Background: an optimization exercise with open tools, aiming at small area. Do not read the settings as production practice.
Where RTL was checked, it was by simulation tests only, not by an equivalence proof against the original.
For runs 4 to 6, only the layout was checked, not whether the RTL still works.
In every run shown here, the design's own scripts or RTL, not TritonCTS, make the clock network.
The clock input has no modelled driver; a real chip could not lean on it and would need a root buffer or a full tree.
Power is estimated from default activity; no workload was simulated.

`flow/config.mk`:
```
export PLATFORM = sky130hd
export DESIGN_NAME = UAPBCORE
export DESIGN_NICKNAME = UAPBCORE
export VERILOG_FILES = /design/flow/design.v
export SDC_FILE = /design/flow/constraint.sdc
export NUM_CORES = 4
export LEC_CHECK = 0
export CAP_MARGIN = 20
export CORE_MARGIN = 2
export CORE_UTILIZATION = 70
export SLEW_MARGIN = 20
```
`flow/constraint.sdc`:
```
create_clock -name core_clock -period 10.0 [get_ports {PCLK}]
set_input_delay 2.0000 -clock core_clock [delete_from_list [all_inputs] [get_ports {PCLK}]]
set_output_delay 2.0000 -clock core_clock [all_outputs]
set_load 0.01 [all_outputs]
```
`flow/design.v`:
```
`timescale 1ns/1ps
module UAPBCORE(
input PCLK,
input PRESETN,
input PSEL,
input PENABLE,
input [1:0] PADDR,
input PWRITE,
input [7:0] PWDATA,
output [7:0] PRDATA,
output PREADY,
input RX,
output TX,
output TXRDY,
output RXRDY,
output [7:0] DATAOUT,
output s_tick
);
wire wr = PSEL & PENABLE & PWRITE;
wire rd = PSEL & PENABLE & ~PWRITE;
reg [7:0] baud, q;
assign s_tick = (q == baud);
always @(posedge PCLK, negedge PRESETN)
  if (!PRESETN) begin
    baud <= 8'd3;
    q <= 8'd0;
  end else begin
    if (wr && PADDR == 2'd0)
      baud <= PWDATA;
    q <= s_tick ? 8'd0 : q + 8'd1;
  end
reg [7:0] thr;           
reg       tfull;
reg [7:0] tsr;           
reg [3:0] ts;
reg [2:0] tpr;         
reg       tp2;
wire [3:0] tp = {tpr[2], tp2, tpr[1:0]};
reg       txr;
wire t_idle = ~tp[3] & tp[0] & ~tp[1];
wire t_load = t_idle & tfull;
wire t_en   = s_tick & ~t_idle;
always @(posedge PCLK)
  if (!tfull)
    thr <= PWDATA;
always @(posedge PCLK)
  if (t_idle)
    tsr <= thr;
always @(posedge PCLK)
  if (t_load)
    tp2 <= 1'b1;
  else if (t_en && ts == 4'd15)
    tp2 <= tp[2] ^ (tp[1] & tp[0]);
always @(posedge PCLK)
  if (t_load)
    ts <= 4'd0;
  else if (t_en)
    ts <= ts + 4'd1;
always @(posedge PCLK, negedge PRESETN)
  if (!PRESETN) begin
    tfull <= 1'b0;
    tpr <= 3'b001;
    txr <= 1'b1;
  end else begin
    if (wr && PADDR == 2'd2 && !tfull)
      tfull <= 1'b1;
    else if (t_load)
      tfull <= 1'b0;
    if (t_load)
      tpr <= 3'b011;
    else if (t_en && ts == 4'd15)
      tpr <= {tp[3] ^ (&tp[2:0]), tp[1] ^ tp[0], ~tp[0]};
    txr <= tp[3] ? tsr[tp[2:0]] : ~tp[1];
  end
assign TX = txr;
assign TXRDY = ~tfull;
reg       rxs;
reg [3:0] rs;
reg [2:0] rpr;         
reg       rp2;
wire [3:0] rp = {rpr[2], rp2, rpr[1:0]};
reg [7:0] rsr;
reg [7:0] rbuf;
reg       rfull;
wire r_idle  = ~rp[3] & rp[0] & ~rp[1];
wire r_start = r_idle & ~rxs;
wire r_en    = s_tick & ~r_idle;
wire r_last  = r_en && rs == 4'd15;
wire r_done  = r_last & ~rp[3] & ~rp[0];
always @(posedge PCLK)
  if (r_start)
    rs <= 4'd8;
  else if (r_en)
    rs <= rs + 4'd1;
always @(posedge PCLK)
  if (r_start)
    rp2 <= 1'b1;
  else if (r_last)
    rp2 <= rp[2] ^ (rp[1] & rp[0]);
always @(posedge PCLK)
  if (r_last & rp[3])
    rsr <= {rxs, rsr[7:1]};
always @(posedge PCLK, negedge PRESETN)
  if (!PRESETN) begin
    rxs <= 1'b1;
    rpr <= 3'b001;
    rbuf <= 8'd0;
    rfull <= 1'b0;
  end else begin
    rxs <= RX;
    if (r_start)
      rpr <= 3'b011;
    else if (r_last)
      rpr <= {rp[3] ^ (&rp[2:0]), rp[1] ^ rp[0], ~rp[0]};
    if (r_done) begin
      rbuf <= rsr;
      rfull <= 1'b1;
    end else if (rd && PADDR == 2'd3)
      rfull <= 1'b0;
  end
assign RXRDY = rfull;
assign DATAOUT = rbuf;
assign PREADY = 1'b1;
assign PRDATA = PADDR[1] ? (PADDR[0] ? rbuf : 8'd0)
                         : (PADDR[0] ? {6'd0, RXRDY, TXRDY} : baud);
endmodule
```
`flow/flow/run.sh`:
```
#!/bin/bash
# The standard ORFS layout with:
#  - the standard synthesis, then its combinational logic re-mapped for area
#    (flow/resynth.sh; flip-flops untouched);
#  - every cell first at its smallest drive (flow/downsize.tcl, after synthesis);
#  - buf_1 port buffers;
#  - a small clock tree of our own (flow/myclk.tcl, run after CTS): a grid of
#    CLK_NX x CLK_NY clock buffers, each driving the flip-flops nearest to it.
set -euo pipefail
here=$(pwd)
export BUFFER_PORTS_ARGS="-buffer_cell sky130_fd_sc_hd__buf_1"
export CTS_ARGS="-sink_clustering_enable -repair_clock_nets -dont_use_dummy_load"
export POST_CTS_TCL=$here/flow/myclk.tcl
export POST_SYNTH_TCL=$here/flow/downsize.tcl
export CLK_NX=${CLK_NX:-2} CLK_NY=${CLK_NY:-2}
export CLK_BUF=${CLK_BUF:-sky130_fd_sc_hd__clkbuf_8}
export CLK_ROOT=${CLK_ROOT:-sky130_fd_sc_hd__clkbuf_4}
results=$here/orfs/results/$FLOW_PLATFORM/UAPBCORE/base
bash standard.sh synth > flow_synth.log 2>&1
bash flow/resynth.sh $results/1_2_yosys.v
bash standard.sh > flow_standard.log 2>&1
```
`flow/flow/downsize.tcl`:
```
# Give every cell the smallest-area variant of its own function (same cell
# name up to the drive-strength suffix); later repair steps size up again
# where timing, slew or capacitance need it.
proc downsize_all {} {
  set db [ord::get_db]
  set block [ord::get_db_block]
  array set best {}
  foreach lib [$db getLibs] {
    foreach m [$lib getMasters] {
      if {![regexp {^(sky130_fd_sc_hd__.+)_(\d+)$} [$m getName] -> base drv]} continue
      set a [expr {[$m getWidth] * [$m getHeight]}]
      if {![info exists best($base)]} {
        set best($base) [list $a $drv $m]
        continue
      }
      lassign $best($base) ba bd
      if {$a < $ba || ($a == $ba && $drv < $bd)} {
        set best($base) [list $a $drv $m]
      }
    }
  }
  set n 0
  foreach inst [$block getInsts] {
    set m [$inst getMaster]
    if {![regexp {^(sky130_fd_sc_hd__.+)_(\d+)$} [$m getName] -> base drv]} continue
    if {![info exists best($base)]} continue
    set b [lindex $best($base) 2]
    if {$b ne $m} {
      $inst swapMaster $b
      incr n
    }
  }
  puts "downsize_all: $n cells changed"
}
downsize_all
```
`flow/flow/myclk.tcl`:
```
# Replace the clock tree with CLK_NBUF buffers of type CLK_BUF, each driving
# a group of flip-flops split by x position; the clock port drives the buffers.
proc my_clock_tree {} {
  set bufm $::env(CLK_BUF)
  set block [ord::get_db_block]
  set db [ord::get_db]
  set clk [$block findNet PCLK]
  # collect every flip-flop clock pin reached from PCLK through buffers
  set sinks {}
  set bufs {}
  set todo [list $clk]
  while {[llength $todo]} {
    set n [lindex $todo 0]; set todo [lrange $todo 1 end]
    foreach it [$n getITerms] {
      if {![$it isInputSignal] && [$it getIoType] ne "INPUT"} continue
      set inst [$it getInst]
      set m [$inst getMaster]
      if {[$m isSequential]} { lappend sinks $it; continue }
      lappend bufs $inst
      foreach o [$inst getITerms] {
        if {[$o getIoType] eq "OUTPUT" && [$o getNet] ne "NULL"} { lappend todo [$o getNet] }
      }
    }
  }
  foreach inst $bufs {
    set nets {}
    foreach o [$inst getITerms] { if {[$o getIoType] eq "OUTPUT" && [$o getNet] ne "NULL"} {lappend nets [$o getNet]} }
    odb::dbInst_destroy $inst
    foreach n $nets { if {$n ne $clk} { odb::dbNet_destroy $n } }
  }
  # cut the sinks into a CLK_NX x CLK_NY grid of groups of equal size:
  # columns by x, then each column into rows by y
  set nx $::env(CLK_NX)
  set ny $::env(CLK_NY)
  set l {}
  foreach it $sinks {
    set b [[$it getInst] getBBox]
    lappend l [list [$b xMin] [$b yMin] $it]
  }
  set l [lsort -integer -index 0 $l]
  set n [llength $l]
  set groups {}
  for {set c 0} {$c < $nx} {incr c} {
    set col [lrange $l [expr {$c * $n / $nx}] [expr {($c + 1) * $n / $nx - 1}]]
    set col [lsort -integer -index 1 $col]
    set m [llength $col]
    for {set r 0} {$r < $ny} {incr r} {
      lappend groups [lrange $col [expr {$r * $m / $ny}] [expr {($r + 1) * $m / $ny - 1}]]
    }
  }
  set master [$db findMaster $bufm]
  set src $clk
  if {[llength $groups] > 4} {
    set rm [$db findMaster $::env(CLK_ROOT)]
    set root [odb::dbInst_create $block $rm "clkbuf_my_root"]
    set src [odb::dbNet_create $block "clknet_root"]
    $src setSigType CLOCK
    [$root findITerm A] connect $clk
    [$root findITerm X] connect $src
    set rx 0; set ry 0
    foreach e $l { incr rx [lindex $e 0]; incr ry [lindex $e 1] }
    $root setLocation [expr {$rx / $n}] [expr {$ry / $n}]
    $root setPlacementStatus PLACED
  }
  set g 0
  foreach grp $groups {
    set net [odb::dbNet_create $block "clknet_$g"]
    $net setSigType CLOCK
    set inst [odb::dbInst_create $block $master "clkbuf_my_$g"]
    set sx 0; set sy 0
    foreach e $grp {
      set it [lindex $e 2]
      $it disconnect
      $it connect $net
      incr sx [lindex $e 0]; incr sy [lindex $e 1]
    }
    set k [llength $grp]
    $inst setLocation [expr {$sx / $k}] [expr {$sy / $k}]
    $inst setPlacementStatus PLACED
    [$inst findITerm A] connect $src
    [$inst findITerm X] connect $net
    incr g
  }
  set nbuf [llength $groups]
  puts "my_clock_tree: $n sinks, removed [llength $bufs] buffers, $nbuf x $bufm"
}
my_clock_tree
detailed_placement
check_placement -verbose
```
`flow/flow/resynth.sh`:
```
#!/bin/bash
# Re-map the combinational logic of the standard synthesis netlist for area.
# The flip-flops are kept as they are (same instances, names and cells): the
# liberty models of every sequential cell are black boxes, the combinational
# cells are flattened into gates and mapped again by ABC with amap.
set -euo pipefail
net=$1
lib=$FLOW_HOME/platforms/sky130hd/lib/sky130_fd_sc_hd__tt_025C_1v80.lib
here=$(pwd)
dontuse=""
for c in $(grep -A40 "DONT_USE_CELLS" $FLOW_HOME/platforms/sky130hd/config.mk | grep -o "sky130_fd_sc_hd__[a-z0-9_]*"); do
  dontuse="$dontuse -dont_use $c"
done
cp "$net" "$here/resynth_in.v"
cat > "$here/resynth.abc" <<'ABC'
strash
dch -f
amap -m
ABC
cat > "$here/resynth.ys" <<YS
read_liberty -ignore_miss_func $lib
blackbox sky130_fd_sc_hd__df* sky130_fd_sc_hd__edf* sky130_fd_sc_hd__sdf* sky130_fd_sc_hd__dl* sky130_fd_sc_hd__sedf*
read_verilog $here/resynth_in.v
hierarchy -check -top $FLOW_TOP
flatten
opt_clean -purge
stat -liberty $lib
abc -liberty $lib $dontuse -script $here/resynth.abc
opt_clean -purge
hilomap -singleton -hicell sky130_fd_sc_hd__conb_1 HI -locell sky130_fd_sc_hd__conb_1 LO
splitnets
opt_clean -purge
insbuf -buf sky130_fd_sc_hd__buf_4 A X
stat -liberty $lib
select $FLOW_TOP
write_verilog -selected -noattr -nohex -nodec $net
YS
yosys=${YOSYS_EXE:-$(command -v yosys || echo $FLOW_HOME/../tools/install/yosys/bin/yosys)}
ok=1
"$yosys" -s "$here/resynth.ys" > "$here/resynth.log" 2>&1 || ok=0
# the new netlist must read back cleanly and match the standard one,
# register for register; otherwise keep the standard netlist
if [[ $ok == 1 ]]; then
  "$yosys" -p "read_liberty -lib $lib; read_verilog $net; hierarchy -check -top $FLOW_TOP; check -assert" \
    > "$here/resynth_check.log" 2>&1 || ok=0
fi
if [[ $ok == 1 ]]; then
  "$yosys" -p "read_liberty -ignore_miss_func $lib; read_verilog $here/resynth_in.v; rename $FLOW_TOP gold; read_verilog $net; rename $FLOW_TOP gate; flatten; rename -hide w:_*; async2sync; equiv_make gold gate equiv; hierarchy -top equiv; equiv_simple; equiv_induct; equiv_status -assert" \
    > "$here/resynth_equiv.log" 2>&1 || ok=0
fi
if [[ $ok == 1 ]]; then
  grep "Chip area" "$here/resynth.log"
else
  echo "resynth failed; keeping the standard netlist"
  cp "$here/resynth_in.v" "$net"
fi
```
`flow/standard.sh`:
```
#!/bin/bash
# synth_recipe.tcl (not shown) runs the flow's synth.tcl, then flattens the netlist and writes it again
# the make line also repeats each setting of config.mk as NAME=value (left out here)
make -C /OpenROAD-flow-scripts/flow DESIGN_CONFIG=/design/flow/config.mk WORK_HOME=/design/flow/orfs CLKGATE_MAP_FILE= SYNTH_SCRIPT=/design/flow/synth_recipe.tcl "${@:-finish}"
```
==> results of run 1 <==
[layout make-up]
type	count	area share (%)
Sequential cell	68	60.6
Multi-Input combinational cell	145	26.0
Timing Repair Buffer	36	4.77
Inverter	37	4.73
Tap cell	48	2.04
Buffer	4	1.87
[critical path, cell delays in order]
cell and delay [ps]:
buf_1 140, nor2_1 220, clkinv_1 260, o22ai_1 250
buf_1 180
[power by group through the flow]
stage                     combinational (W)  clock [W]  sequential, W
final                             0.0000714   0.000102       0.000332
after global placement            0.0000683          0       0.000336
after detailed placement          0.0000714          0       0.000338
after global routing              0.0000838   0.000113       0.000336
after floorplan                   0.0000518          0       0.000334
[cell usage in the layout (no fill, tap or decap), types with 10 or more instances in the layout]
cell	count
nand2_1	16
buf_1	34
dfxtp_1	10
nor2_1	39
a21oi_1	19
dfrtp_1	28
o22ai_1	13
edfxtp_1	24
clkinv_1	37
o21ai_0	14
[path summary, 6_finish.rpt]
| kind | start | to | slack [ps] | cells past startpoint |
|---|---|---|---|---|
| max in group asynchronous | PRESETN | rbuf[6]$_DFFE_PN0P_ | 7550 | 1 |
| min in group asynchronous | PRESETN | tpr[1]$_DFFE_PN0P_ | 1930 | 1 |
| worst max-delay path | PADDR[1] | PRDATA[3] | 4960 | 5 |
| worst min register to register | thr[7]$_DFFE_PN_ | tsr[7]$_DFFE_PN_ | 430 | 0 |
| worst min-delay path | thr[7]$_DFFE_PN_ | tsr[7]$_DFFE_PN_ | 430 | 0 |
| worst max register to register | baud[1]$_DFFE_PN1P_ | rbuf[1]$_DFFE_PN0P_ | 6430 | 12 |
[routing by layer]
layer  part of all wire (%)  track usage (%)  wire length (µm)  vias up
met1                     41             34.2              2150      926
met5                      0                0                 0        -
met2                     50             45.4              2620       75
met4                    1.4             7.91                74        0
li1                       -                -                 -      973
met3                    6.9             5.62               360        6
[stage by stage]
step,power [W],util (%),std cells,cell area (µm²)
finish,0.000505,79.6,338,2940
global route,0.000532,79.6,338,2940
detailed placement,0.000409,78.2,334,2880
global placement,0.000405,78.2,334,2880
floorplan,0.000386,-,258,2710
[sequential cells by signal, indices dropped and copies added, names as in the netlist]
register,count
tfull,1
txr,1
rbuf,8
rp2,1
tp2,1
tsr,8
rxs,1
rsr,8
ts,4
baud,8
rpr,3
q,8
rfull,1
thr,8
tpr,3
rs,4
==> results.py, run 1 <==
metrics = {
    "pwr": {
        "combinationalPowerShare_pct": 14.1,
        "switching_share_pct": 25.1,
        "clockPowerShare_pct": 20.1,
        "powerDensity_nw_per_um2": 172,
        "power_switching_w": 0.000127,
        "vdd_drop_max_v": 0.000127,
        "seq_power_share_pct": 65.7,
        "leakage_nw": 1.06,
        "internal_power_w": 0.000378,
    },
    "timing": {
        "fin_crit_sh_pct": 50.4,
        "tns_ps": 0,
        "fin_skew_ps": 6.48,
        "relSlewSlack_pct": 43.5,
        "max_freq_mhz": 198,
        "final_max_slew_viol_count": 0,
        "setup_viol": 0,
        "hold_viol_final": 0,
        "fin_crit_ps": 5040,
        "fin_ws_ps": 4960,
        "tightest_slew_ps": 847,
        "rsz0062_at_grt": "no",
        "whs_ps": 427,
    },
    "setup_path": {
        "end_kind": "primary output",
        "crit_type": "input pin to primary output",
        "cp_data_arrival_time_ps": 3040,
        "cp_max_fo": 7,
        "required_ps": 8000,
        "startpoint_type": "input pin",
    },
    "floorplanning": {
        "dieWidth_um": 66.3,
        "num_rows": 22,
        "die_y_um": 66.3,
        "core_um2": 3690,
        "dieArea_um2": 4390,
        "start_util_pct": 73.5,
        "ios": 37,
    },
    "drt": {
        "drtIter0Drc": 218,
        "drt-wirelength-per-cell_um": 15.4,
        "vias": 1980,
        "ant_nets": 0,
        "drc_errors": 0,
        "via_per_inst": 5.86,
        "routed_wl_mm": 5.21,
        "first_pass_iters": 4,
    },
    "placement": {
        "dp_hpwl_mm": 3.87,
        "io_buffer_count": 35,
        "dp_slack_ps": 4980,
        "routabilityCongestion": 0.869,
    },
    "grt": {
        "grtUsageTotal_pct": 26.6,
        "grt_max_degree": 35,
        "grt_pass1_vias": 1884,
        "grt-ovfl-total": 0,
        "grt_pass1_wl_mm": 8.54,
        "antenna_found_initial": 0,
    },
    "clocking": {
        "path_clk_slew_ps": 90,
        "clock_sinks": 68,
        "clkLatencyLatePin_ps": 160,
    },
    "flow_run": {
        "cap_violations": 0,
    },
    "yosys": {
        "yosysWarnings": 1,
        "synth_area_um2": 2710,
        "syn_avg_cell_area_um2": 10.5,
        "synth_nets": 274,
        "syn_inst": 258,
    },
    "final_layout": {
        "finalNetCount": 308,
        "diodes": 0,
        "area_delta_synth_final_pct": 8.30,
        "layout-drive-gt1-share_pct": 2.07,
        "num-fill-cells": 226,
        "multi_input_area_um2": 764,
        "seqCellArea_um2": 1780,
    },
    "run_status": {
        "status": "no timing/DRC/antenna violations",
    },
    "hold_path": {
        "hold_path_class": "register to register",
    },
}
==> run 2, diff against run 1 <==
--- a/flow/flow/run.sh
+++ b/flow/flow/run.sh
@@ -18,4 +18,4 @@
 results=$here/orfs/results/$FLOW_PLATFORM/UAPBCORE/base
 bash standard.sh synth > flow_synth.log 2>&1
-bash flow/resynth.sh $results/1_2_yosys.v
+bash flow/resynth.sh $results/1_2_yosys.v > resynth.log 2>&1
 bash standard.sh > flow_standard.log 2>&1
==> flow/flow/resynth.sh (replaced) <==
#!/bin/bash
# Re-map the combinational logic of the standard synthesis netlist for area.
# The flip-flops are kept as they are (same instances, names and cells): the
# liberty models of every sequential cell are black boxes, the combinational
# cells are flattened into gates and mapped again by ABC with a few area
# scripts. The smallest result that reads back cleanly and is proven
# equivalent to the standard netlist (register for register) replaces it;
# if none is, the standard netlist stays.
set -euo pipefail
net=$1
lib=$FLOW_HOME/platforms/sky130hd/lib/sky130_fd_sc_hd__tt_025C_1v80.lib
here=$(pwd)
rs=$here/resynth
mkdir -p "$rs"
yosys=${YOSYS_EXE:-$(command -v yosys || echo $FLOW_HOME/../tools/install/yosys/bin/yosys)}
dontuse=""
for c in $(grep -A40 "DONT_USE_CELLS" $FLOW_HOME/platforms/sky130hd/config.mk | grep -o "sky130_fd_sc_hd__[a-z0-9_]*"); do
  dontuse="$dontuse -dont_use $c"
done
cp "$net" "$rs/std.v"

scripts=(
  "strash; dch -f; amap -m"
  "strash; dch -f; amap"
  "strash; dch -f; amap -m; strash; dch -f; amap -m"
  "strash; dc2; dch -f; amap -m"
  "strash; ifraig; scorr; dc2; dch -f; amap"
  "strash; balance; rewrite; refactor; balance; rewrite; rewrite -z; balance; refactor -z; rewrite -z; balance; dch -f; amap"
  "strash; dch -f; map -a"
)
i=0
for s in "${scripts[@]}"; do
  echo "$s" | tr ';' '\n' > "$rs/s$i.abc"
  cat > "$rs/s$i.ys" <<YS
read_liberty -ignore_miss_func $lib
blackbox sky130_fd_sc_hd__df* sky130_fd_sc_hd__edf* sky130_fd_sc_hd__sdf* sky130_fd_sc_hd__dl* sky130_fd_sc_hd__sedf*
read_verilog $rs/std.v
hierarchy -check -top $FLOW_TOP
flatten
rename -hide w:*.*
opt_clean -purge
abc -liberty $lib $dontuse -script $rs/s$i.abc
opt_clean -purge
hilomap -singleton -hicell sky130_fd_sc_hd__conb_1 HI -locell sky130_fd_sc_hd__conb_1 LO
splitnets
opt_clean -purge
insbuf -buf sky130_fd_sc_hd__buf_4 A X
select $FLOW_TOP
tee -o $rs/s$i.area stat -liberty $lib
write_verilog -selected -noattr -nohex -nodec $rs/n$i.v
YS
  ( "$yosys" -s "$rs/s$i.ys" > "$rs/s$i.log" 2>&1 || rm -f "$rs/n$i.v" ) &
  i=$((i + 1))
done
wait
cands=""
for j in $(seq 0 $((i - 1))); do
  [[ -f $rs/n$j.v ]] || continue
  a=$(grep "Chip area" "$rs/s$j.area" | awk '{print $NF}')
  echo "script $j: area $a"
  cands="$cands$a $j"$'\n'
done
chosen=""
for j in $(echo -n "$cands" | sort -n | awk '{print $2}'); do
  c=$rs/n$j.v
  "$yosys" -p "read_liberty -lib $lib; read_verilog $c; hierarchy -check -top $FLOW_TOP; check -assert" \
    > "$rs/check$j.log" 2>&1 || continue
  "$yosys" -p "read_liberty -ignore_miss_func $lib; read_verilog $rs/std.v; rename $FLOW_TOP gold; read_verilog $c; rename $FLOW_TOP gate; flatten; rename -hide w:_*; async2sync; equiv_make gold gate equiv; hierarchy -top equiv; equiv_simple; equiv_induct; equiv_status -assert" \
    > "$rs/equiv$j.log" 2>&1 || continue
  chosen=$j
  break
done
if [[ -n $chosen ]]; then
  echo "using script $chosen"
  cp "$rs/n$chosen.v" "$net"
else
  echo "no re-mapped netlist passed; keeping the standard netlist"
fi
--- a/flow/config.mk
+++ b/flow/config.mk
@@ -6,6 +6,6 @@
 export NUM_CORES = 4
 export LEC_CHECK = 0
-export CAP_MARGIN = 20
+export CAP_MARGIN = 0
 export CORE_MARGIN = 2
-export CORE_UTILIZATION = 70
-export SLEW_MARGIN = 20
+export CORE_UTILIZATION = 40
+export SLEW_MARGIN = 0
==> run 2 against run 1 <==
Total power shrank 2.3%. Largest cell class unchanged. Critical endpoint is now PRDATA[1]. Sequential share of layout area shrank 0.69 points. Maximum frequency grew 0.85%. Sequential power shrank 1%. Sequential cell count is the same. Register-to-register slack gained 430 ps. Global-route usage shrank 12 points. Core utilization shrank 33 points. Critical path type unchanged.
==> results.py, run 2 <==
metrics = {
    "final_layout": {
        "finalNetCount": 310,
        "final_core_util_pct": 46.5,
        "final_cell_count_no_fill": 369,
        "diodes": 0,
        "final_cell_mix": "45 x nor2_1, 41 x clkinv_1, 34 x buf_1",
        "area_delta_synth_final_pct": 11.5,
        "layout-drive-gt1-share_pct": 2.74,
        "num-fill-cells": 624,
        "layout_commonest_cell": "nor2_1",
    },
    "clocking": {
        "path_clk_slew_ps": 100,
        "clock_sinks": 68,
        "clkLatencyLatePin_ps": 160,
    },
    "grt": {
        "grt_pass1_vias": 1787,
        "antenna_found_initial": 0,
        "grtUsageTotal_pct": 14.7,
        "grt_max_degree": 35,
        "grt_pass1_wl_mm": 8.50,
        "grt-ovfl-total": 0,
    },
    "setup_path": {
        "required_ps": 8000,
        "end_kind": "primary output",
        "setup.worst_path.start": "PADDR[1]",
        "startpoint_type": "input pin",
        "crit_type": "input pin to primary output",
        "cp_data_arrival_time_ps": 3000,
        "worst_r2r_startpoint": "baud[0]$_DFFE_PN1P_",
        "r2r_cells": 13,
        "cp_max_fo": 7,
    },
    "pwr": {
        "powerDensity_nw_per_um2": 166,
        "vdd_drop_max_v": 0.0000977,
        "leakage_nw": 1.10,
    },
    "timing": {
        "tns_ps": 0,
        "fin_skew_ps": 10.4,
        "final_max_slew_viol_count": 0,
        "fin_ws_ps": 5000,
        "fin_crit_sh_pct": 50.0,
        "tightest_slew_ps": 889,
        "hold_viol_final": 0,
        "rsz0062_at_grt": "no",
        "max_freq_mhz": 200,
        "setup_viol": 0,
        "fin_crit_ps": 5000,
        "relSlewSlack_pct": 40.8,
    },
    "drt": {
        "drt-wirelength-per-cell_um": 13.5,
        "drc_errors": 0,
        "routed_wl_mm": 4.99,
        "first_pass_iters": 4,
        "vias": 1852,
        "via_per_inst": 5.02,
        "ant_nets": 0,
        "drtIter0Drc": 72,
    },
    "placement": {
        "dp_hpwl_mm": 3.76,
        "dp.cells": 365,
        "routabilityCongestion": 0.809,
        "dp_slack_ps": 5030,
        "io_buffer_count": 35,
    },
    "floorplanning": {
        "start_util_pct": 41.8,
        "dieArea_um2": 7340,
        "ios": 37,
        "num_rows": 29,
        "dieWidth_um": 85.6,
        "die_y_um": 85.6,
        "core_um2": 6390,
    },
    "yosys": {
        "synth_area_um2": 2670,
        "syn_avg_cell_area_um2": 10.6,
        "yosysWarnings": 1,
        "synth_nets": 267,
        "syn_inst": 251,
    },
    "run_status": {
        "status": "no timing/DRC/antenna violations",
    },
    "flow_run": {
        "cap_violations": 0,
    },
    "hold_path": {
        "whs_path_depth": 0,
        "min_from": "thr[5]$_DFFE_PN_",
        "hold_path_class": "register to register",
    },
}
==> run 2: cell count changes in the layout (fill, tap and decap cells not counted), moves of 3 or more <==
| cell | delta |
|---|---|
| o22a_1 | -4 |
| a21oi_1 | -3 |
| nand3_1 | -3 |
| o22ai_1 | +3 |
| clkinv_1 | +4 |
| a221oi_1 | +3 |
| o221ai_1 | -4 |
| nor2_1 | +6 |
==> run 2: report_power, final <==
part	total (W)	switching [W]	internal (W)
combinational	0.0000607	0.0000377	0.0000230
clock	0.000104	0.0000672	0.0000372
sequential	0.000328	0.0000160	0.000312
==> run 2: through the flow <==
step / area (µm²) / total power, W / hold WS [ps]
floorplan: 2670 / 0.000372 / 400
finish: 2970 / 0.000493 / 426
detailed placement: 2920 / 0.000396 / 405
global placement: 2920 / 0.000393 / 403
global route: 2970 / 0.000520 / 436
==> run 2: worst paths after layout <==
kind / slack, ps / endpoint
hold reg to reg: 430 / tsr[5]$_DFFE_PN_
setup reg to reg: 6860 / tpr[2]$_DFFE_PN0P_
min in group asynchronous: 1940 / rbuf[0]$_DFFE_PN0P_
setup / recovery: 5000 / PRDATA[1]
hold / removal: 430 / tsr[5]$_DFFE_PN_
max in group asynchronous: 7500 / tpr[2]$_DFFE_PN0P_
==> run 2: critical path, stage by stage <==
cell and delay [ps]:
buf_1 110, nor2_1 210, clkinv_1 250, o22ai_1 240
buf_1 180
==> run 2: routing by layer <==
| layer | global-route usage [%] | vias up | part of all wire, % |
|---|---|---|---|
| met5 | 0 | - | 0 |
| li1 | - | 960 | - |
| met4 | 4.76 | 0 | 1.4 |
| met3 | 2.69 | 6 | 3.0 |
| met2 | 25.1 | 19 | 49 |
| met1 | 19.1 | 867 | 47 |
==> run 2: final cells by class <==
type	count	area (µm²)	share of cell area, %
Sequential cell	68	1780	59.9
Multi-Input combinational cell	142	739	24.9
Inverter	41	154	5.18
Timing Repair Buffer	37	148	4.97
Tap cell	77	96.3	3.24
Buffer	4	55.1	1.85
==> run 3, diff against run 2 <==
--- a/flow/config.mk
+++ b/flow/config.mk
@@ -8,4 +8,5 @@
 export CAP_MARGIN = 0
 export CORE_MARGIN = 2
-export CORE_UTILIZATION = 40
+export CORE_UTILIZATION = 70
+export GPL_TIMING_DRIVEN = 0
 export SLEW_MARGIN = 0
==> run 3 against run 2 <==
Global-route usage is 13 points higher. Clock skew is 2.2 ps higher. Critical path type unchanged. Synthesized cell count stayed put. Sequential power hardly changed. Largest power group unchanged. Critical path depth is 1 higher. Largest cell class unchanged.
==> results.py, run 3 <==
metrics = {
    "floorplanning": {
        "core_um2": 3660,
        "ios": 37,
        "start_util_pct": 72.8,
        "dieArea_um2": 4320,
        "num_rows": 22,
        "die_y_um": 65.7,
        "dieWidth_um": 65.7,
    },
    "setup_path": {
        "startpoint_type": "input pin",
        "end_kind": "primary output",
        "worst-r2r-setup-slack_ps": 6260,
        "endpoint": "PRDATA[2]",
        "required_ps": 8000,
        "worst_r2r_startpoint": "baud[1]$_DFFE_PN1P_",
        "setup.worst_path.start": "PADDR[1]",
        "r2r_cells": 10,
        "cp_data_arrival_time_ps": 3110,
        "cp_max_fo": 7,
        "crit_type": "input pin to primary output",
        "r2r-end": "rbuf[0]$_DFFE_PN0P_",
    },
    "grt": {
        "grtUsageTotal_pct": 27.6,
        "antenna_found_initial": 0,
        "grt_pass1_vias": 1894,
        "grt_max_degree": 35,
        "grt-ovfl-total": 0,
        "grt_pass1_wl_mm": 8.72,
    },
    "clocking": {
        "path_clk_slew_ps": 100,
        "clkLatencyLatePin_ps": 160,
        "clock_sinks": 68,
    },
    "pwr": {
        "combinationalPowerShare_pct": 13.0,
        "leakage_nw": 1.10,
        "powerDensity_nw_per_um2": 168,
        "switching_share_pct": 24.6,
        "internal_power_w": 0.000372,
        "power_switching_w": 0.000122,
        "clockPowerShare_pct": 20.2,
        "vdd_drop_max_v": 0.000148,
        "seq_power_share_pct": 66.8,
        "power_w": 0.000494,
    },
    "timing": {
        "fin_skew_ps": 12.6,
        "tns_ps": 0,
        "fin_ws_ps": 4890,
        "hold_viol_final": 0,
        "relSlewSlack_pct": 39.8,
        "tightest_slew_ps": 898,
        "fin_crit_sh_pct": 51.1,
        "setup_viol": 0,
        "rsz0062_at_grt": "no",
        "fin_crit_ps": 5110,
        "final_max_slew_viol_count": 0,
        "max_freq_mhz": 196,
    },
    "drt": {
        "drt-wirelength-per-cell_um": 16.2,
        "via_per_inst": 5.89,
        "ant_nets": 0,
        "routed_wl_mm": 5.50,
        "drc_errors": 0,
        "first_pass_iters": 5,
        "vias": 1998,
        "drtIter0Drc": 178,
    },
    "final_layout": {
        "finalNetCount": 309,
        "layout_commonest_cell": "nor2_1",
        "seqCellArea_um2": 1780,
        "layout-drive-gt1-share_pct": 2.75,
        "area_delta_synth_final_pct": 10.0,
        "final_cell_mix": "45 x nor2_1, 41 x clkinv_1, 34 x buf_1",
        "final_cell_count_no_fill": 339,
        "diodes": 0,
        "final_core_util_pct": 80.1,
        "multi_input_area_um2": 744,
        "num-fill-cells": 231,
    },
    "yosys": {
        "synth_nets": 267,
        "syn_avg_cell_area_um2": 10.6,
        "yosysWarnings": 1,
        "synth_area_um2": 2670,
        "syn_inst": 251,
    },
    "hold_path": {
        "hold_path_class": "register to register",
    },
    "flow_run": {
        "cap_violations": 0,
    },
    "placement": {
        "routabilityCongestion": 0.819,
        "dp.cells": 335,
        "dp_slack_ps": 4950,
        "dp_hpwl_mm": 4.08,
        "io_buffer_count": 35,
    },
    "run_status": {
        "status": "no timing/DRC/antenna violations",
    },
}
## run 3: worst min path at each step
stage	depth (start not counted)	slack (ps)	startpoint	end
2_1_floorplan	0	400	thr[0]$_DFFE_PN_	tsr[0]$_DFFE_PN_
3_3_place_gp	0	400	thr[7]$_DFFE_PN_	tsr[7]$_DFFE_PN_
3_5_place_dp	0	400	thr[0]$_DFFE_PN_	tsr[0]$_DFFE_PN_
5_1_grt	0	420	thr[5]$_DFFE_PN_	tsr[5]$_DFFE_PN_
6_report	0	410	thr[0]$_DFFE_PN_	tsr[0]$_DFFE_PN_
## run 3: power by group through the flow
stage	Sequential (W)	Clock, W	Combinational, W
floorplan	0.000330	0	0.0000417
global placement	0.000333	0	0.0000571
detailed placement	0.000335	0	0.0000635
global route	0.000333	0.000110	0.0000717
finish	0.000330	0.0000997	0.0000641
## run 3: area by class of cell
class,instances,area share (%)
Tap cell,48,2.05
Inverter,41,5.25
Multi-Input combinational cell,142,25.4
Timing Repair Buffer,36,4.78
Buffer,4,1.88
Sequential cell,68,60.7
## run 3: metrics by stage
stage / hold slack [ps] / instance area, µm²
global placement: 401 / 2860
detailed placement: 405 / 2870
global route: 421 / 2930
finish: 414 / 2930
floorplan: 400 / 2670
## run 3: worst max-delay path, stage by stage
cell	delay, ps
buf_1	160
clkinv_1	120
nor2_1	190
clkinv_1	250
o22ai_1	190
buf_1	200
## run 3: routing by layer
metal	vias to the layer above	track usage, %	part of all wire (%)
met1	960	33.5	40
li1	957	-	-
met3	10	6.34	4.7
met5	-	0	0
met4	0	9.38	1.4
met2	71	48.4	54
==> run 4, diff against run 3 <==
--- a/flow/design.v
+++ b/flow/design.v
@@ -63,8 +63,8 @@
     txr <= 1'b1;
   end else begin
-    if (wr && PADDR == 2'd2 && !tfull)
+    if (t_load)
+      tfull <= 1'b0;
+    else if (wr && PADDR == 2'd2)
       tfull <= 1'b1;
-    else if (t_load)
-      tfull <= 1'b0;
     if (t_load)
       tpr <= 3'b011;
==> run 4 against run 3 <==
Wire length is 2.8% lower. Synthesized area is 0.23% lower. Cell area is 0.30% lower. Hold slack better by 12 ps. Highest routed layer unchanged.
==> results.py, run 4 <==
metrics = {
    "timing": {
        "tightest_slew_ps": 892,
        "fin_crit_sh_pct": 50.3,
        "setup_viol": 0,
        "fin_crit_ps": 5030,
        "rsz0062_at_grt": "no",
        "final_max_slew_viol_count": 0,
        "fin_skew_ps": 4.28,
        "relSlewSlack_pct": 40.2,
        "tns_ps": 0,
        "hold_viol_final": 0,
        "max_freq_mhz": 199,
    },
    "setup_path": {
        "crit_family": "buffers and inverters",
        "required_ps": 8000,
        "path_cells": "buf_1 -> clkinv_1 -> nor2_1 -> clkinv_1 -> o22ai_1 -> buf_1",
        "r2r_cells": 10,
        "crit_buf_inv": 4,
        "slowest_delay_ps": 210,
        "startpoint_type": "input pin",
        "cp_data_arrival_time_ps": 3030,
        "worst_r2r_startpoint": "baud[0]$_DFFE_PN1P_",
        "end_kind": "primary output",
        "cp_max_fo": 7,
        "crit_type": "input pin to primary output",
        "r2r-end": "rbuf[1]$_DFFE_PN0P_",
        "worst-r2r-setup-slack_ps": 6090,
        "crit_path_top_delay_cell": "clkinv_1",
    },
    "final_layout": {
        "layout_commonest_cell": "nor2_1",
        "seqCellArea_um2": 1780,
        "layout-drive-gt1-share_pct": 2.76,
        "final_cell_count_no_fill": 338,
        "multi_input_area_um2": 738,
        "num-fill-cells": 231,
        "area_delta_synth_final_pct": 9.92,
        "finalNetCount": 308,
        "final_cell_mix": "45 x nor2_1, 41 x clkinv_1, 34 x buf_1",
        "diodes": 0,
    },
    "run_status": {
        "status": "no timing/DRC/antenna violations",
    },
    "yosys": {
        "syn_inst": 250,
        "yosysWarnings": 1,
        "synth_nets": 266,
        "synth_area_um2": 2660,
        "syn_avg_cell_area_um2": 10.6,
    },
    "drt": {
        "vias": 2015,
        "drt-wirelength-per-cell_um": 15.8,
        "routed_wl_mm": 5.35,
        "first_pass_iters": 4,
        "drtIter0Drc": 135,
        "drc_errors": 0,
        "via_per_inst": 5.96,
        "ant_nets": 0,
    },
    "placement": {
        "dp.cells": 334,
        "io_buffer_count": 35,
        "routabilityCongestion": 0.783,
        "dp_hpwl_mm": 3.89,
    },
    "pwr": {
        "leakage_nw": 1.09,
        "vdd_drop_max_v": 0.000166,
        "powerDensity_nw_per_um2": 169,
    },
    "grt": {
        "antenna_found_initial": 0,
        "grt_pass1_wl_mm": 8.60,
        "grt-ovfl-total": 0,
        "grt_max_degree": 35,
        "grtUsageTotal_pct": 27.1,
        "grt_pass1_vias": 1883,
    },
    "hold_path": {
        "min_from": "thr[3]$_DFFE_PN_",
        "hold_path_class": "register to register",
        "whs_path_depth": 0,
        "whs_endpoint": "tsr[3]$_DFFE_PN_",
    },
    "clocking": {
        "clock_sinks": 68,
        "clkLatencyLatePin_ps": 160,
        "path_clk_slew_ps": 100,
    },
    "floorplanning": {
        "ios": 37,
        "start_util_pct": 72.7,
        "num_rows": 22,
        "die_y_um": 65.6,
        "dieWidth_um": 65.6,
        "core_um2": 3660,
        "dieArea_um2": 4310,
    },
    "flow_run": {
        "cap_violations": 0,
    },
}
-- run 4: layout make-up --
| type | instances | share of cell area [%] |
|---|---|---|
| timing repair buffer | 36 | 4.71 |
| buffer | 4 | 1.88 |
| inverter | 41 | 5.26 |
| multi-input combinational | 141 | 25.2 |
| sequential | 68 | 60.8 |
| tap | 48 | 2.05 |
-- run 4: through the flow --
step	instance area [µm²]	util, %	hold WS (ps)	total power (W)	setup WS (ps)
final	2920	79.9	426	0.000494	4970
after global routing	2920	79.9	441	0.000517	4890
after detailed placement	2860	78.2	407	0.000396	5030
after global placement	2850	77.9	401	0.000390	4030
after floorplan	2660	-	400	0.000372	5310
-- run 4: worst max path at each step --
stage,from,endpoint,slack [ps],cells past startpoint
6_report,PADDR[1],PRDATA[5],4970,6
5_1_grt,PADDR[0],PRDATA[5],4890,6
3_5_place_dp,PADDR[1],PRDATA[4],5030,6
3_3_place_gp,baud[0]$_DFFE_PN1P_,rbuf[0]$_DFFE_PN0P_,4030,9
2_1_floorplan,baud[1]$_DFFE_PN1P_,s_tick,5310,4
-- run 4: per-layer routing --
layer,share of wire [%],track usage (%),vias to the layer above
met4,3.4,12.0,0
li1,-,-,956
met2,51,44.8,65
met3,4.6,5.65,19
met1,41,34.8,975
met5,0,0,-
-- run 4: power by group --
| group | switching (W) | internal (W) | total, W | leakage [nW] |
|---|---|---|---|---|
| combinational | 0.0000409 | 0.0000230 | 0.0000639 | 0.341 |
| clock | 0.0000639 | 0.0000371 | 0.000101 | 0.0288 |
| sequential | 0.0000174 | 0.000312 | 0.000330 | 0.722 |
| total | 0.000122 | 0.000372 | 0.000494 | 1.09 |
==> run 5, diff against run 4 <==
--- a/flow/design.v
+++ b/flow/design.v
@@ -55,5 +55,5 @@
   if (t_load)
     ts <= 4'd0;
-  else if (t_en)
+  else if (s_tick)
     ts <= ts + 4'd1;
 always @(posedge PCLK, negedge PRESETN)
@@ -91,5 +91,5 @@
   if (r_start)
     rs <= 4'd8;
-  else if (r_en)
+  else if (s_tick)
     rs <= rs + 4'd1;
 always @(posedge PCLK)
@@ -99,5 +99,5 @@
     rp2 <= rp[2] ^ (rp[1] & rp[0]);
 always @(posedge PCLK)
-  if (r_last & rp[3])
+  if (s_tick && rs == 4'd15)
     rsr <= {rxs, rsr[7:1]};
 always @(posedge PCLK, negedge PRESETN)
==> run 5 against run 4 <==
Clock skew grew 0.75 ps. Synthesized cell count shrank 4.8%. Die area fell by 1.5%. Maximum frequency fell by 1.1%. Combinational power shrank 4.7%. Worst setup slack got worse by 54 ps. Total power is 1.4% lower. Register-to-register slack gained 710 ps. Wire length is 6.3% lower. Clock power about the same. Critical path type unchanged. Largest power group unchanged.
==> results.py, run 5 <==
metrics = {
    "setup_path": {
        "crit_type": "input pin to primary output",
        "startpoint_type": "input pin",
        "worst-r2r-setup-slack_ps": 6800,
        "end_kind": "primary output",
        "cp_data_arrival_time_ps": 3080,
        "cp_max_fo": 7,
        "worst_r2r_startpoint": "baud[0]$_DFFE_PN1P_",
        "r2r-end": "rbuf[0]$_DFFE_PN0P_",
        "r2r_cells": 11,
        "required_ps": 8000,
    },
    "drt": {
        "via_per_inst": 5.90,
        "drt-wirelength-per-cell_um": 15.4,
        "routed_wl_mm": 5.01,
        "vias": 1918,
        "drc_errors": 0,
        "first_pass_iters": 4,
        "ant_nets": 0,
        "drtIter0Drc": 154,
    },
    "hold_path": {
        "whs_endpoint": "tsr[3]$_DFFE_PN_",
        "whs_path_depth": 0,
        "min_from": "thr[3]$_DFFE_PN_",
        "hold_path_class": "register to register",
    },
    "timing": {
        "fin_skew_ps": 5.03,
        "hold_viol_final": 0,
        "tightest_slew_ps": 1260,
        "whs_ps": 429,
        "fin_crit_sh_pct": 50.8,
        "rsz0062_at_grt": "no",
        "tns_ps": 0,
        "max_freq_mhz": 197,
        "fin_crit_ps": 5080,
        "final_max_slew_viol_count": 0,
        "setup_viol": 0,
        "relSlewSlack_pct": 15.3,
    },
    "floorplanning": {
        "ios": 37,
        "start_util_pct": 72.0,
        "num_rows": 22,
        "die_y_um": 65.1,
        "dieArea_um2": 4240,
        "dieWidth_um": 65.1,
        "core_um2": 3630,
    },
    "final_layout": {
        "final_cell_count_no_fill": 325,
        "area_delta_synth_final_pct": 9.66,
        "final_cell_mix": "36 x clkinv_1, 34 x buf_1, 32 x nor2_1",
        "finalNetCount": 295,
        "layout_commonest_cell": "clkinv_1",
        "num-fill-cells": 238,
        "final_core_util_pct": 79.0,
        "layout-drive-gt1-share_pct": 2.17,
        "multi_input_area_um2": 707,
        "diodes": 0,
        "seqCellArea_um2": 1780,
    },
    "pwr": {
        "vdd_drop_max_v": 0.000134,
        "power_w": 0.000488,
        "powerDensity_nw_per_um2": 170,
        "leakage_nw": 1.04,
    },
    "placement": {
        "dp.cells": 321,
        "io_buffer_count": 35,
        "routabilityCongestion": 0.782,
        "dp_hpwl_mm": 3.62,
    },
    "run_status": {
        "status": "no timing/DRC/antenna violations",
    },
    "clocking": {
        "clock_sinks": 68,
        "clkLatencyLatePin_ps": 160,
        "path_clk_slew_ps": 100,
    },
    "grt": {
        "grt_pass1_vias": 1791,
        "grt_pass1_wl_mm": 7.87,
        "grtUsageTotal_pct": 25.3,
        "antenna_found_initial": 0,
        "grt_max_degree": 35,
        "grt-ovfl-total": 0,
    },
    "yosys": {
        "syn_inst": 238,
        "synth_nets": 254,
        "syn_avg_cell_area_um2": 11.0,
        "synth_area_um2": 2620,
        "yosysWarnings": 1,
    },
    "flow_run": {
        "cap_violations": 0,
    },
}
-- run 5: routing by layer --
metal	track usage, %	vias to the layer above	wire length (µm)
met2	42.7	60	2530
met4	10.2	0	101
met5	0	-	0
li1	-	923	-
met3	5.99	9	244
met1	31.9	926	2130
-- run 5: area by class of cell --
class                      instances  share of cell area (%)
sequential                        68                    62.0
multi-input combinational        134                    24.6
inverter                          36                    4.71
timing repair buffer              35                    4.62
tap                               48                    2.09
buffer                             4                    1.92
-- run 5: power by group --
group	switching [W]	internal, W
clock network	0.0000643	0.0000371
logic	0.0000378	0.0000231
registers	0.0000144	0.000311
-- run 5: how the worst max path moves through the flow --
stage / start / to / slack, ps / cells after the start
finish: PADDR[1] / PRDATA[5] / 4920 / 6
global route: PADDR[1] / PRDATA[6] / 4880 / 6
global placement: PADDR[1] / PRDATA[4] / 5010 / 6
floorplan: PADDR[1] / PRDATA[1] / 5410 / 3
detailed placement: PADDR[1] / PRDATA[5] / 4990 / 6
-- run 5: metrics by stage --
stage | area [µm²] | setup WS (ps)
floorplan | 2620 | 5410
global placement | 2810 | 5010
detailed placement | 2810 | 4990
global route | 2870 | 4880
finish | 2870 | 4920
-- run 5: critical path: stages --
cell and delay, ps:
buf_1 170, clkinv_1 120, nor2_1 170, clkinv_1 230, o22ai_1 220, buf_1 180
==> run 6, diff against run 5 <==
--- a/flow/design.v
+++ b/flow/design.v
@@ -53,5 +53,5 @@
     tp2 <= tp[2] ^ (tp[1] & tp[0]);
 always @(posedge PCLK)
-  if (t_load)
+  if (t_idle)
     ts <= 4'd0;
   else if (s_tick)
@@ -89,5 +89,5 @@
 wire r_done  = r_last & ~rp[3] & ~rp[0];
 always @(posedge PCLK)
-  if (r_start)
+  if (r_idle)
     rs <= 4'd8;
   else if (s_tick)
==> run 6 against run 5 <==
Core utilization is 0.34 points higher. Maximum frequency is 3.9% higher. Critical path depth fell by 1. Largest cell class unchanged.
==> results.py, run 6 <==
metrics = {
    "run_status": {
        "status": "no timing/DRC/antenna violations",
    },
    "setup_path": {
        "end_kind": "primary output",
        "cpMostUsedCell": "buf_1",
        "worst-r2r-setup-slack_ps": 6050,
        "startpoint_type": "input pin",
        "crit_path_top_delay_cell": "nand2_1",
        "r2r-end": "rbuf[0]$_DFFE_PN0P_",
        "path_cells": "buf_1 -> clkinv_1 -> nand2_1 -> o22ai_1 -> buf_1",
        "crit_buf_inv": 3,
        "setup.worst_path.start": "PADDR[1]",
        "cp_num_cells": 5,
        "crit_family": "buffers and inverters",
        "cp_max_fo": 9,
        "r2r_cells": 10,
        "worst_r2r_startpoint": "baud[0]$_DFFE_PN1P_",
        "endpoint": "PRDATA[0]",
        "crit_type": "input pin to primary output",
        "required_ps": 8000,
        "slowest_delay_ps": 270,
        "cp_data_arrival_time_ps": 2890,
    },
    "timing": {
        "relSlewSlack_pct": 34.2,
        "tns_ps": 0,
        "setup_viol": 0,
        "fin_crit_sh_pct": 48.9,
        "tightest_slew_ps": 984,
        "fin_skew_ps": 6.06,
        "max_freq_mhz": 205,
        "fin_crit_ps": 4890,
        "final_max_slew_viol_count": 0,
        "hold_viol_final": 0,
        "rsz0062_at_grt": "no",
    },
    "placement": {
        "dp.cells": 322,
        "routabilityCongestion": 0.827,
        "dp_hpwl_mm": 3.79,
        "io_buffer_count": 35,
    },
    "grt": {
        "antenna_found_initial": 0,
        "grt_pass1_wl_mm": 8.81,
        "grt_max_degree": 35,
        "grt_pass1_vias": 1864,
        "grtUsageTotal_pct": 27.6,
        "grt-ovfl-total": 0,
    },
    "clocking": {
        "clock_sinks": 68,
        "path_clk_slew_ps": 100,
        "clkLatencyLatePin_ps": 160,
    },
    "final_layout": {
        "final_cell_mix": "39 x nor2_1, 37 x clkinv_1, 34 x buf_1",
        "area_delta_synth_final_pct": 9.41,
        "diodes": 0,
        "final_cell_count_no_fill": 326,
        "layout-drive-gt1-share_pct": 1.80,
        "layout_commonest_cell": "nor2_1",
        "finalNetCount": 296,
    },
    "floorplanning": {
        "ios": 37,
        "start_util_pct": 72.5,
        "dieArea_um2": 4270,
        "num_rows": 22,
        "core_um2": 3630,
        "dieWidth_um": 65.3,
        "die_y_um": 65.3,
    },
    "pwr": {
        "leakage_nw": 1.08,
        "power_w": 0.000503,
        "powerDensity_nw_per_um2": 175,
        "vdd_drop_max_v": 0.000164,
    },
    "drt": {
        "ant_nets": 0,
        "vias": 1877,
        "routed_wl_mm": 5.17,
        "first_pass_iters": 4,
        "drt-wirelength-per-cell_um": 15.9,
        "drc_errors": 0,
        "via_per_inst": 5.76,
        "drtIter0Drc": 147,
    },
    "yosys": {
        "syn_avg_cell_area_um2": 11.0,
        "synth_nets": 255,
        "synth_area_um2": 2630,
        "syn_inst": 239,
        "yosysWarnings": 1,
    },
    "hold_path": {
        "hold_path_class": "register to register",
    },
    "flow_run": {
        "cap_violations": 0,
    },
}
-- run 6: how the worst min path moves through the flow --
stage	from	to	slack, ps	cells past startpoint
final	thr[7]$_DFFE_PN_	tsr[7]$_DFFE_PN_	440	0
after global routing	thr[5]$_DFFE_PN_	tsr[5]$_DFFE_PN_	440	0
after detailed placement	thr[7]$_DFFE_PN_	tsr[7]$_DFFE_PN_	410	0
after global placement	thr[0]$_DFFE_PN_	tsr[0]$_DFFE_PN_	400	0
after floorplan	thr[0]$_DFFE_PN_	tsr[0]$_DFFE_PN_	400	0
-- run 6: worst reg2reg max path, delay by kind of cell (launching register included) --
kind	cells	cell delay [ps]
multiplexers	1	390
buffers and inverters	2	610
AND/OR/NAND/NOR	5	1900
AO/OA/AOI/OAI	2	370
flip-flops	1	580
-- run 6: final cells by class --
type / count / area (µm²)
tap: 48 / 60.1
buffer: 4 / 55.1
inverter: 37 / 139
fill: 247 / 752
sequential: 68 / 1780
timing repair buffer: 35 / 133
multi-input combinational: 134 / 716
-- run 6: where the power goes --
group          internal, W  leakage (nW)  switching (W)
logic            0.0000243         0.343      0.0000422
clock network    0.0000372        0.0288      0.0000656
registers         0.000316         0.709      0.0000175
-- run 6: metal layers --
metal | part of all wire [%] | GRT usage, % | vias up
li1 | - | - | 916
met1 | 44 | 39.5 | 897
met2 | 48 | 44.3 | 54
met3 | 5.3 | 3.60 | 10
met4 | 2.2 | 9.64 | 0
met5 | 0 | 0 | -
-- run 6: stage by stage --
stage	hold slack, ps	setup slack (ps)	util (%)	cell area [µm²]
floorplan	400	5540	-	2630
global placement	402	5180	77.8	2830
detailed placement	413	5180	77.8	2830
global route	444	5020	79.3	2880
finish	436	5110	79.3	2880
==> run 7, diff against run 6 <==
--- a/flow/design.v
+++ b/flow/design.v
@@ -53,5 +53,5 @@
     tp2 <= tp[2] ^ (tp[1] & tp[0]);
 always @(posedge PCLK)
-  if (t_idle)
+  if (t_load)
     ts <= 4'd0;
   else if (s_tick)
@@ -89,5 +89,5 @@
 wire r_done  = r_last & ~rp[3] & ~rp[0];
 always @(posedge PCLK)
-  if (r_idle)
+  if (r_start)
     rs <= 4'd8;
   else if (s_tick)
@@ -99,5 +99,5 @@
     rp2 <= rp[2] ^ (rp[1] & rp[0]);
 always @(posedge PCLK)
-  if (s_tick && rs == 4'd15)
+  if (r_last & rp[3])
     rsr <= {rxs, rsr[7:1]};
 always @(posedge PCLK, negedge PRESETN)
==> run 7 against run 6 <==
Still clean. Sequential cell count unchanged. Cell count is 0.61% lower. Register-to-register slack better by 350 ps. Via count shrank 0.48%. Wire length fell by 3.3%. Critical path type unchanged. Hold slack worse by 8.7 ps. Synthesized cell count is 0.84% lower.
==> results.py, run 7 <==
metrics = {
    "timing": {
        "tns_ps": 0,
        "hold_viol_final": 0,
        "max_freq_mhz": 199,
        "tightest_slew_ps": 914,
        "fin_ws_ps": 4970,
        "relSlewSlack_pct": 38.6,
        "setup_viol": 0,
        "rsz0062_at_grt": "no",
        "fin_skew_ps": 4.60,
        "final_max_slew_viol_count": 0,
        "fin_crit_sh_pct": 50.3,
        "fin_crit_ps": 5030,
    },
    "setup_path": {
        "crit_path_top_delay_cell": "nor2_1",
        "crit_family": "buffers and inverters",
        "startpoint_type": "input pin",
        "cp_max_fo": 6,
        "required_ps": 8000,
        "cp_data_arrival_time_ps": 3030,
        "slowest_delay_ps": 320,
        "cpMostUsedCell": "buf_1",
        "crit_buf_inv": 3,
        "path_cells": "buf_1 -> clkinv_1 -> nor2_1 -> nand2_1 -> o21ai_0 -> buf_1",
        "crit_type": "input pin to primary output",
        "end_kind": "primary output",
    },
    "floorplanning": {
        "num_rows": 22,
        "ios": 37,
        "dieWidth_um": 65.1,
        "dieArea_um2": 4240,
        "die_y_um": 65.1,
        "start_util_pct": 72.0,
        "core_um2": 3630,
    },
    "drt": {
        "via_per_inst": 5.77,
        "ant_nets": 0,
        "drt-wirelength-per-cell_um": 15.4,
        "routed_wl_mm": 5.00,
        "drtIter0Drc": 99,
        "drc_errors": 0,
        "first_pass_iters": 4,
        "vias": 1868,
    },
    "clocking": {
        "clock_sinks": 68,
        "path_clk_slew_ps": 90,
        "clkLatencyLatePin_ps": 160,
    },
    "final_layout": {
        "layout-drive-gt1-share_pct": 1.81,
        "num-fill-cells": 250,
        "seqCellArea_um2": 1780,
        "area_delta_synth_final_pct": 9.47,
        "final_cell_mix": "35 x nor2_1, 34 x buf_1, 30 x clkinv_1",
        "diodes": 0,
        "finalNetCount": 294,
        "final_cell_count_no_fill": 324,
        "layout_commonest_cell": "nor2_1",
        "multi_input_area_um2": 723,
    },
    "grt": {
        "grt_max_degree": 35,
        "grt_pass1_vias": 1785,
        "antenna_found_initial": 0,
        "grtUsageTotal_pct": 26.0,
        "grt_pass1_wl_mm": 8.21,
        "grt-ovfl-total": 0,
    },
    "flow_run": {
        "cap_violations": 0,
    },
    "pwr": {
        "vdd_drop_max_v": 0.000124,
        "internal_power_w": 0.000375,
        "powerDensity_nw_per_um2": 172,
        "leakage_nw": 1.06,
        "clockPowerShare_pct": 20.1,
        "power_switching_w": 0.000117,
        "switching_share_pct": 23.9,
        "seq_power_share_pct": 67.2,
        "combinationalPowerShare_pct": 12.8,
    },
    "yosys": {
        "syn_avg_cell_area_um2": 11.0,
        "synth_area_um2": 2620,
        "syn_inst": 237,
        "synth_nets": 253,
        "yosysWarnings": 1,
    },
    "placement": {
        "dp_slack_ps": 4980,
        "dp.cells": 320,
        "routabilityCongestion": 0.862,
        "dp_hpwl_mm": 3.81,
        "io_buffer_count": 35,
    },
    "run_status": {
        "status": "no timing/DRC/antenna violations",
    },
    "hold_path": {
        "hold_path_class": "register to register",
    },
}
run 7: worst reg2reg max path: stages (launching register included):
cell and delay [ps]:
dfstp_1 550, o22ai_1 110, nor4_1 280, nand2_1 150, clkinv_1 230, and3_1 240
and2_0 220, nand2_1 160, nor3_1 730, clkinv_1 480, a22o_1 350
run 7: power by group through the flow:
stage	Combinational, W	Clock (W)	Sequential, W
floorplan	0.0000438	0	0.000331
global placement	0.0000603	0	0.000335
detailed placement	0.0000632	0	0.000336
global route	0.0000716	0.000109	0.000334
finish	0.0000630	0.0000987	0.000331
run 7: cell type report:
class                           count  area share [%]
Inverter                           30            3.93
Sequential cell                    68            62.2
Tap cell                           48            2.10
Buffer                              4            1.92
Timing Repair Buffer               35            4.63
Multi-Input combinational cell    139            25.3
run 7: through the flow:
stage	utilization [%]	cell area (µm²)	total power (W)	hold slack, ps
after floorplan	-	2620	0.000375	400
final	78.8	2860	0.000492	427
after detailed placement	77.3	2810	0.000399	405
after global placement	77.2	2810	0.000395	401
after global routing	78.8	2860	0.000515	440
run 7: metal layers:
layer / GRT usage [%] / part of all wire, % / up-vias / routed length, µm
met2: 47.8 / 55 / 34 / 2750
li1: - / - / 921 / -
met4: 6.77 / 0.54 / 0 / 27
met3: 3.60 / 3.2 / 5 / 161
met5: 0 / 0 / - / 0
met1: 32.6 / 41 / 908 / 2060
run 7: worst paths after layout:
| path | depth (start not counted) | startpoint | slack (ps) | to |
|---|---|---|---|---|
| worst max-delay path | 6 | PADDR[1] | 4970 | PRDATA[5] |
| worst min-delay path | 0 | thr[5]$_DFFE_PN_ | 430 | tsr[5]$_DFFE_PN_ |
| worst max register to register | 10 | baud[1]$_DFFE_PN1P_ | 6400 | rbuf[2]$_DFFE_PN0P_ |
| worst min register to register | 0 | thr[5]$_DFFE_PN_ | 430 | tsr[5]$_DFFE_PN_ |
| max in group asynchronous | 1 | PRESETN | 7610 | rbuf[7]$_DFFE_PN0P_ |
| min in group asynchronous | 1 | PRESETN | 1910 | baud[4]$_DFFE_PN0P_ |
==> run 8, diff against run 7 <==
--- a/flow/flow/run.sh
+++ b/flow/flow/run.sh
@@ -13,6 +13,6 @@
 export POST_CTS_TCL=$here/flow/myclk.tcl
 export POST_SYNTH_TCL=$here/flow/downsize.tcl
-export CLK_NX=${CLK_NX:-2} CLK_NY=${CLK_NY:-2}
-export CLK_BUF=${CLK_BUF:-sky130_fd_sc_hd__clkbuf_8}
+export CLK_NX=${CLK_NX:-1} CLK_NY=${CLK_NY:-2}
+export CLK_BUF=${CLK_BUF:-sky130_fd_sc_hd__clkbuf_16}
 export CLK_ROOT=${CLK_ROOT:-sky130_fd_sc_hd__clkbuf_4}
 results=$here/orfs/results/$FLOW_PLATFORM/UAPBCORE/base
==> run 8 against run 7 <==
Global-route usage decreased by 0.23 points. Synthesized area unchanged. Clock power about the same. Highest routed layer unchanged.
==> results.py, run 8 <==
metrics = {
    "floorplanning": {
        "ios": 37,
        "die_y_um": 65.1,
        "num_rows": 22,
        "start_util_pct": 72.0,
        "dieArea_um2": 4240,
        "dieWidth_um": 65.1,
        "core_um2": 3630,
    },
    "clocking": {
        "path_clk_slew_ps": 120,
        "clkLatencyLatePin_ps": 180,
        "clock_sinks": 68,
    },
    "final_layout": {
        "num-fill-cells": 248,
        "diodes": 0,
        "layout_commonest_cell": "nor2_1",
        "finalNetCount": 292,
        "final_core_util_pct": 78.7,
        "final_cell_mix": "35 x nor2_1, 34 x buf_1, 30 x clkinv_1",
        "area_delta_synth_final_pct": 9.28,
        "layout-drive-gt1-share_pct": 1.09,
    },
    "yosys": {
        "syn_inst": 237,
        "syn_avg_cell_area_um2": 11.0,
        "yosysWarnings": 1,
        "synth_area_um2": 2620,
        "synth_nets": 253,
    },
    "grt": {
        "grt_max_degree": 35,
        "grtUsageTotal_pct": 25.7,
        "grt-ovfl-total": 0,
        "grt_pass1_wl_mm": 8.25,
        "grt_pass1_vias": 1788,
        "antenna_found_initial": 0,
    },
    "flow_run": {
        "cap_violations": 0,
    },
    "timing": {
        "tns_ps": 0,
        "setup_viol": 0,
        "fin_crit_ps": 5020,
        "fin_skew_ps": 8.53,
        "tightest_slew_ps": 918,
        "relSlewSlack_pct": 38.3,
        "max_freq_mhz": 199,
        "final_max_slew_viol_count": 0,
        "hold_viol_final": 0,
        "fin_crit_sh_pct": 50.2,
        "rsz0062_at_grt": "no",
    },
    "setup_path": {
        "cp_data_arrival_time_ps": 3020,
        "worst-r2r-setup-slack_ps": 6400,
        "end_kind": "primary output",
        "crit_path_top_delay_cell": "nor2_1",
        "required_ps": 8000,
        "startpoint_type": "input pin",
        "slowest_delay_ps": 310,
        "path_cells": "buf_1 -> clkinv_1 -> nor2_1 -> nand2_1 -> o21ai_0 -> buf_1",
        "crit_type": "input pin to primary output",
        "cpMostUsedCell": "buf_1",
        "cp_max_fo": 6,
    },
    "pwr": {
        "leakage_nw": 1.06,
        "vdd_drop_max_v": 0.000111,
        "powerDensity_nw_per_um2": 173,
    },
    "drt": {
        "ant_nets": 0,
        "drtIter0Drc": 112,
        "via_per_inst": 5.77,
        "drc_errors": 0,
        "vias": 1858,
        "routed_wl_mm": 5.00,
        "drt-wirelength-per-cell_um": 15.5,
        "first_pass_iters": 4,
    },
    "run_status": {
        "status": "no timing/DRC/antenna violations",
    },
    "placement": {
        "routabilityCongestion": 0.862,
        "dp_hpwl_mm": 3.81,
        "io_buffer_count": 35,
    },
    "hold_path": {
        "hold_path_class": "register to register",
    },
}
[run 8: final timing paths]
check | from | end | depth (start not counted)
max in group asynchronous | PRESETN | q[1]$_DFF_PN0_ | 1
worst max register to register | baud[1]$_DFFE_PN1P_ | rbuf[2]$_DFFE_PN0P_ | 10
worst min-delay path | thr[5]$_DFFE_PN_ | tsr[5]$_DFFE_PN_ | 0
worst max-delay path | PADDR[1] | PRDATA[5] | 6
worst min register to register | thr[5]$_DFFE_PN_ | tsr[5]$_DFFE_PN_ | 0
min in group asynchronous | PRESETN | baud[4]$_DFFE_PN0P_ | 1
[run 8: worst max-delay path: cells and delay by family]
family	cells	cell delay [ps]
AND/OR/NAND/NOR	2	400
buffers and inverters	3	500
AO/OA/AOI/OAI	1	110
[run 8: where the power goes]
part	internal, W	switching (W)
Clock	0.0000375	0.0000643
Combinational	0.0000236	0.0000394
Sequential	0.000314	0.0000165
[run 8: layer usage]
layer,vias up,GRT usage [%],wire (µm)
met2,38,47.8,2680
met3,5,2.57,173
met1,902,33.4,2100
met5,-,0,0
met4,0,5.21,44
li1,913,-,-
[run 8: area by class of cell]
| class | count | area (µm²) | area share (%) |
|---|---|---|---|
| sequential | 68 | 1780 | 62.3 |
| multi-input combinational | 139 | 723 | 25.3 |
| timing repair buffer | 35 | 133 | 4.64 |
| inverter | 30 | 113 | 3.94 |
| tap | 48 | 60.1 | 2.10 |
| buffer | 2 | 50.0 | 1.75 |
[run 8: stage by stage]
stage,instance area [µm²],setup slack (ps),std cells,hold slack (ps),power [W]
floorplan,2620,5430,237,400,0.000375
detailed placement,2810,4980,320,405,0.000399
global placement,2810,5000,320,401,0.000395
global route,2860,4790,322,440,0.000516
finish,2860,4980,322,444,0.000495

==> static timing again, ports no longer ideal <==
How much do the figures lean on ideal ports? The routed layouts below were timed once more, with nothing changed but the port constraints.
Step 1 assumes that a clkbuf_16 drives the clock port and a buf_2 every other input.
Step 2 also shifts input and output timing later by t, the mid clock arrival at the registers, as if the neighbouring blocks saw the same clock.
Slacks: ideal ports / drivers / drivers and shift; pairs: ideal ports / drivers.
run | shift t [ns] | setup WS [ns] | worst hold slack (ns) | latest minus earliest clock arrival (ns)
run 1 | 0.210 | 4.959 / 4.939 / 4.939 | 0.427 / 0.427 / 0.427 | 0.006 / 0.007
run 2 | 0.213 | 5.002 / 4.972 / 4.972 | 0.426 / 0.426 / 0.426 | 0.011 / 0.010
run 3 | 0.205 | 4.889 / 4.862 / 4.862 | 0.414 / 0.414 / 0.414 | 0.013 / 0.012
run 4 | 0.208 | 4.975 / 4.951 / 4.951 | 0.426 / 0.426 / 0.426 | 0.005 / 0.004
run 5 | 0.208 | 4.920 / 4.898 / 4.898 | 0.429 / 0.429 / 0.429 | 0.005 / 0.006
run 6 | 0.209 | 5.113 / 5.082 / 5.082 | 0.436 / 0.436 / 0.436 | 0.007 / 0.006
run 7 | 0.201 | 4.970 / 4.943 / 4.943 | 0.427 / 0.427 / 0.427 | 0.004 / 0.004
run 8 | 0.217 | 4.981 / 4.955 / 4.955 | 0.444 / 0.444 / 0.444 | 0.009 / 0.008
After both steps every run listed still meets setup and hold. The setup slack of run 6, which loses most, moves by -0.031 ns with the drivers and by -0.031 ns with both steps.
